Context: an optimization exercise on an open-source flow, tuned for small area and a short achievable clock period. The choices shown serve that exercise and are no tape-out recipe.
Only simulation tests tie the RTL to the original design; equivalence was not proved.

==> inputs of 09-07 <==
Design floatingPointAdder, start of the top module:
module floatingPointAdder(input [31:0] in1, input [31:0] in2, input clk, input reset, output ResultSign1bit, output [7:0] ResultExponent8bits, output [24:0] ResultFraction25bits);
==> module floatingPointAdder, before the edit <==
module floatingPointAdder(input [31:0] in1, input [31:0] in2, input clk, input reset, output ResultSign1bit, output [7:0] ResultExponent8bits, output [24:0] ResultFraction25bits);
	wire [31:0] g0 = {1'b0, in2[30:0] & ~in1[30:0]};
	wire [31:0] e0 = {1'b1, ~(in2[30:0] ^ in1[30:0])};
	wire [15:0] g1, e1;
	wire [7:0]  g2, e2;
	wire [3:0]  g3, e3;
	wire [1:0]  g4, e4;
	genvar i;
	generate
		for (i = 0; i < 16; i = i + 1) begin : lv1
			assign g1[i] = g0[2*i+1] | (e0[2*i+1] & g0[2*i]);
			assign e1[i] = e0[2*i+1] & e0[2*i];
		end
		for (i = 0; i < 8; i = i + 1) begin : lv2
			assign g2[i] = g1[2*i+1] | (e1[2*i+1] & g1[2*i]);
			assign e2[i] = e1[2*i+1] & e1[2*i];
		end
		for (i = 0; i < 4; i = i + 1) begin : lv3
			assign g3[i] = g2[2*i+1] | (e2[2*i+1] & g2[2*i]);
			assign e3[i] = e2[2*i+1] & e2[2*i];
		end
		for (i = 0; i < 2; i = i + 1) begin : lv4
			assign g4[i] = g3[2*i+1] | (e3[2*i+1] & g3[2*i]);
			assign e4[i] = e3[2*i+1] & e3[2*i];
		end
	endgenerate
	wire        swap   = g4[1] | (e4[1] & g4[0]);       
	wire        same   = e4[1] & e4[0];                 
	wire        sub    = in1[31] ^ in2[31];
	wire [8:0]  d12    = {1'b0, in1[30:23]} - {1'b0, in2[30:23]};
	wire [7:0]  d21    = in2[30:23] - in1[30:23];
	wire [7:0]  absd   = d12[8] ? d21 : d12[7:0];       
	wire [7:0]  expBig = swap ? in2[30:23] : in1[30:23];
	wire [22:0] fBig   = swap ? in2[22:0] : in1[22:0];
	wire        sBig   = swap ? in2[31] : in1[31];
	wire [23:0] sSm    = {1'b1, swap ? in1[22:0] : in2[22:0]} ^ {24{sub}};
	wire [23:0] l0     = absd[0] ? {sub, sSm[23:1]}        : sSm;
	wire [23:0] l1     = absd[1] ? {{2{sub}}, l0[23:2]}    : l0;
	wire [23:0] l2     = absd[2] ? {{4{sub}}, l1[23:4]}    : l1;
	wire [23:0] l3     = absd[3] ? {{8{sub}}, l2[23:8]}    : l2;
	wire [23:0] l4     = absd[4] ? {{16{sub}}, l3[23:16]}  : l3;
	wire [23:0] sAl    = (absd[7:5] != 0) ? {24{sub}} : l4;
	reg  [7:0]  rExp;
	reg  [22:0] rBig;
	reg  [23:0] rSm;
	reg         rSub, rSign;
	always @(posedge clk) begin
		if (reset) begin
			rExp  <= 8'd0;
			rBig  <= 23'd0;
			rSm   <= 24'h800000;
			rSub  <= 1'b0;
			rSign <= 1'b0;
		end else begin
			rExp  <= expBig;
			rBig  <= fBig;
			rSm   <= sAl;
			rSub  <= sub;
			rSign <= sBig & ~(sub & same);
		end
	end
	assign ResultFraction25bits = {2'b01, rBig} + {rSub, rSm} + {24'd0, rSub};
	assign ResultSign1bit       = rSign;
	assign ResultExponent8bits  = rExp;
endmodule
clock: 11.0 ns
lec_check: 0
abc_area: 1
cap_margin: 20
core_margin: 2
core_utilization: 40
cts_buf_list: sky130_fd_sc_hd__clkbuf_4 sky130_fd_sc_hd__clkbuf_8
setup_slack_margin: 5
slew_margin: 20
standard.sh (not shown) runs the stock make flow with config.mk's settings and CLKGATE_MAP_FILE= SYNTH_SCRIPT=/design/flow/synth_recipe.tcl, a recipe that flattens the netlist after the stock synthesis.
==> flow/flow/run.sh <==
#!/bin/bash
# Standard layout with two changes: synthesis maps the logic with the ABC script
# in flow/abc_area.script (area-oriented mapping, then gate sizing), and the
# ports get a plain buf_2 as their buffer.
set -e
rm -rf scripts_mod
cp -r "$FLOW_HOME/scripts" scripts_mod
cp flow/abc_area.script scripts_mod/abc_area.script
export BUFFER_PORTS_ARGS="-buffer_cell sky130_fd_sc_hd__buf_1"
SCRIPTS_DIR=$PWD/scripts_mod bash standard.sh synth > synth.log 2>&1
bash standard.sh > standard.log 2>&1
==> flow/flow/abc_area.script <==
strash
dch
map -a
topo
stime -c
buffer -c
upsize -c
dnsize -c
==> 05-05: changes against 09-07 <==
--- a/flow/design.v
+++ b/flow/design.v
@@ -137,41 +137,18 @@
 	end
 endmodule
 module floatingPointAdder(input [31:0] in1, input [31:0] in2, input clk, input reset, output ResultSign1bit, output [7:0] ResultExponent8bits, output [24:0] ResultFraction25bits);
-	wire [31:0] g0 = {1'b0, in2[30:0] & ~in1[30:0]};
-	wire [31:0] e0 = {1'b1, ~(in2[30:0] ^ in1[30:0])};
-	wire [15:0] g1, e1;
-	wire [7:0]  g2, e2;
-	wire [3:0]  g3, e3;
-	wire [1:0]  g4, e4;
-	genvar i;
-	generate
-		for (i = 0; i < 16; i = i + 1) begin : lv1
-			assign g1[i] = g0[2*i+1] | (e0[2*i+1] & g0[2*i]);
-			assign e1[i] = e0[2*i+1] & e0[2*i];
-		end
-		for (i = 0; i < 8; i = i + 1) begin : lv2
-			assign g2[i] = g1[2*i+1] | (e1[2*i+1] & g1[2*i]);
-			assign e2[i] = e1[2*i+1] & e1[2*i];
-		end
-		for (i = 0; i < 4; i = i + 1) begin : lv3
-			assign g3[i] = g2[2*i+1] | (e2[2*i+1] & g2[2*i]);
-			assign e3[i] = e2[2*i+1] & e2[2*i];
-		end
-		for (i = 0; i < 2; i = i + 1) begin : lv4
-			assign g4[i] = g3[2*i+1] | (e3[2*i+1] & g3[2*i]);
-			assign e4[i] = e3[2*i+1] & e3[2*i];
-		end
-	endgenerate
-	wire        swap   = g4[1] | (e4[1] & g4[0]);       
-	wire        same   = e4[1] & e4[0];                 
+	wire        swap   = in2[30:0] > in1[30:0];           
+	wire        same   = in2[30:0] == in1[30:0];
 	wire        sub    = in1[31] ^ in2[31];
-	wire [8:0]  d12    = {1'b0, in1[30:23]} - {1'b0, in2[30:23]};
+	wire [7:0]  d12    = in1[30:23] - in2[30:23];
 	wire [7:0]  d21    = in2[30:23] - in1[30:23];
-	wire [7:0]  absd   = d12[8] ? d21 : d12[7:0];       
+	wire [7:0]  absd   = swap ? d21 : d12;
 	wire [7:0]  expBig = swap ? in2[30:23] : in1[30:23];
 	wire [22:0] fBig   = swap ? in2[22:0] : in1[22:0];
 	wire        sBig   = swap ? in2[31] : in1[31];
-	wire [23:0] sSm    = {1'b1, swap ? in1[22:0] : in2[22:0]} ^ {24{sub}};
+	wire [23:0] s1     = {1'b1, in1[22:0]} ^ {24{sub}};
+	wire [23:0] s2     = {1'b1, in2[22:0]} ^ {24{sub}};
+	wire [23:0] sSm    = swap ? s1 : s2;
 	wire [23:0] l0     = absd[0] ? {sub, sSm[23:1]}        : sSm;
 	wire [23:0] l1     = absd[1] ? {{2{sub}}, l0[23:2]}    : l0;
 	wire [23:0] l2     = absd[2] ? {{4{sub}}, l1[23:4]}    : l1;
==> flow/run.sh (new file) <==
#!/bin/bash
# synth_recipe.tcl (not shown) runs the flow's synth.tcl, then flattens the netlist and writes it again
# the make line also repeats each setting of config.mk as NAME=value (left out here)
make -C /OpenROAD-flow-scripts/flow DESIGN_CONFIG=/design/flow/config.mk WORK_HOME=/design/flow/orfs CLKGATE_MAP_FILE= SYNTH_SCRIPT=/design/flow/synth_recipe.tcl finish
ABC_AREA = unset   (was 1)
CTS_BUF_LIST = unset   (was sky130_fd_sc_hd__clkbuf_4 sky130_fd_sc_hd__clkbuf_8)
SETUP_SLACK_MARGIN = unset   (was 5)
removed: flow/flow/run.sh
removed: flow/flow/abc_area.script
removed: flow/standard.sh
==> 08-18: changes against 09-07 <==
--- a/flow/flow/run.sh
+++ b/flow/flow/run.sh
@@ -6,6 +6,6 @@
 rm -rf scripts_mod
 cp -r "$FLOW_HOME/scripts" scripts_mod
 cp flow/abc_area.script scripts_mod/abc_area.script
-export BUFFER_PORTS_ARGS="-buffer_cell sky130_fd_sc_hd__buf_1"
+export BUFFER_PORTS_ARGS="-buffer_cell sky130_fd_sc_hd__buf_2"
 SCRIPTS_DIR=$PWD/scripts_mod bash standard.sh synth > synth.log 2>&1
 bash standard.sh > standard.log 2>&1
SETUP_SLACK_MARGIN = 4   (was 5)
==> impl_results.rst <==
.. list-table::
   :header-rows: 1

   * - Metric
     - Value
   * - Worst setup path class
     - reg2out
   * - Area occupied by multi-input gates
     - 0.00379 sq mm
   * - Grt peak-use layer
     - met1
   * - Buffers inserted during post-CTS setup optimization
     - 0
   * - Buffer share of cell area
     - 0.0863
   * - Vias after detailed routing
     - 5475
   * - Worst slack on hold paths
     - 2.11 ns
   * - Status
     - no timing/DRC/antenna violations
   * - Sw Share
     - 0.451
   * - Post-synthesis instance area
     - 0.00552 sq mm
   * - Clock transition at path regs
     - 0.06 ns
-- figures above: 08-18

==> impl_results.rst <==
.. list-table::
   :header-rows: 1

   * - Metric
     - Value
   * - Status
     - no timing/DRC/antenna violations
   * - Grt peak-use layer
     - met1
   * - Worst setup path class
     - reg2out
   * - Area occupied by multi-input gates
     - 0.00387 sq mm
   * - Worst slack on hold paths
     - 2.11 ns
   * - Main combinational cell family by area after synthesis
     - compound AO/OA/AOI/OAI gates
   * - Clock transition at path regs
     - 0.07 ns
   * - Delay of the slowest critical-path stage
     - 0.42 ns
   * - Biggest regs
     - rSm (24), rBig (23), rExp (8)
   * - Buffer share of cell area
     - 0.0758
   * - Post-synthesis instance area
     - 0.00552 sq mm
   * - Buffers inserted during post-CTS setup optimization
     - 1
   * - Sw Share
     - 0.448
   * - Relative max-transition margin
     - 0.535
-- figures above: 09-07

==> impl_results.rst <==
.. list-table::
   :header-rows: 1

   * - Metric
     - Value
   * - Status
     - no timing/DRC/antenna violations
   * - Worst slack on hold paths
     - 2.44 ns
   * - Slowest cell on crit path
     - sky130_fd_sc_hd__buf_4
   * - Post-synthesis instance area
     - 0.00649 sq mm
   * - Grt peak-use layer
     - met2
   * - Worst setup path class
     - in2reg
   * - Buffers inserted during post-CTS setup optimization
     - 0
   * - Sw Share
     - 0.386
   * - Layout Cells excl Fill
     - 1115
   * - Area occupied by multi-input gates
     - 0.00492 sq mm
   * - Clock transition at path regs
     - 0.06 ns
   * - Maximum number of pins on one net before global-route repair
     - 51
-- figures above: 05-05

## what the ideal ports hide
Ports are ideal in the flow. The routed layouts listed here were re-timed in OpenROAD.
Step 1, drivers: a clkbuf_16 drives clk and a buf_2 each remaining input, both assumed.
Step 2, shift: input delay + t, output delay - t, t = (earliest + latest rising clock arrival at the registers) / 2. This alone moves slack from input paths to output paths.
a / b / c = ideal ports / drivers / drivers and shift; a / b = the first two.
run	shift t [ns]	setup WS [ns]	clock arrival spread, ns
09-07	0.386	5.043 / 5.009 / 5.156	0.010 / 0.009
05-05	0.374	4.047 / 4.063 / 3.689	0.013 / 0.012
08-18	0.390	4.975 / 4.941 / 4.639	0.012 / 0.012
After both steps every run listed still meets setup and hold. For 05-05, which loses most, drivers alone change the setup slack by +0.016 ns; drivers and shift together by -0.358 ns.
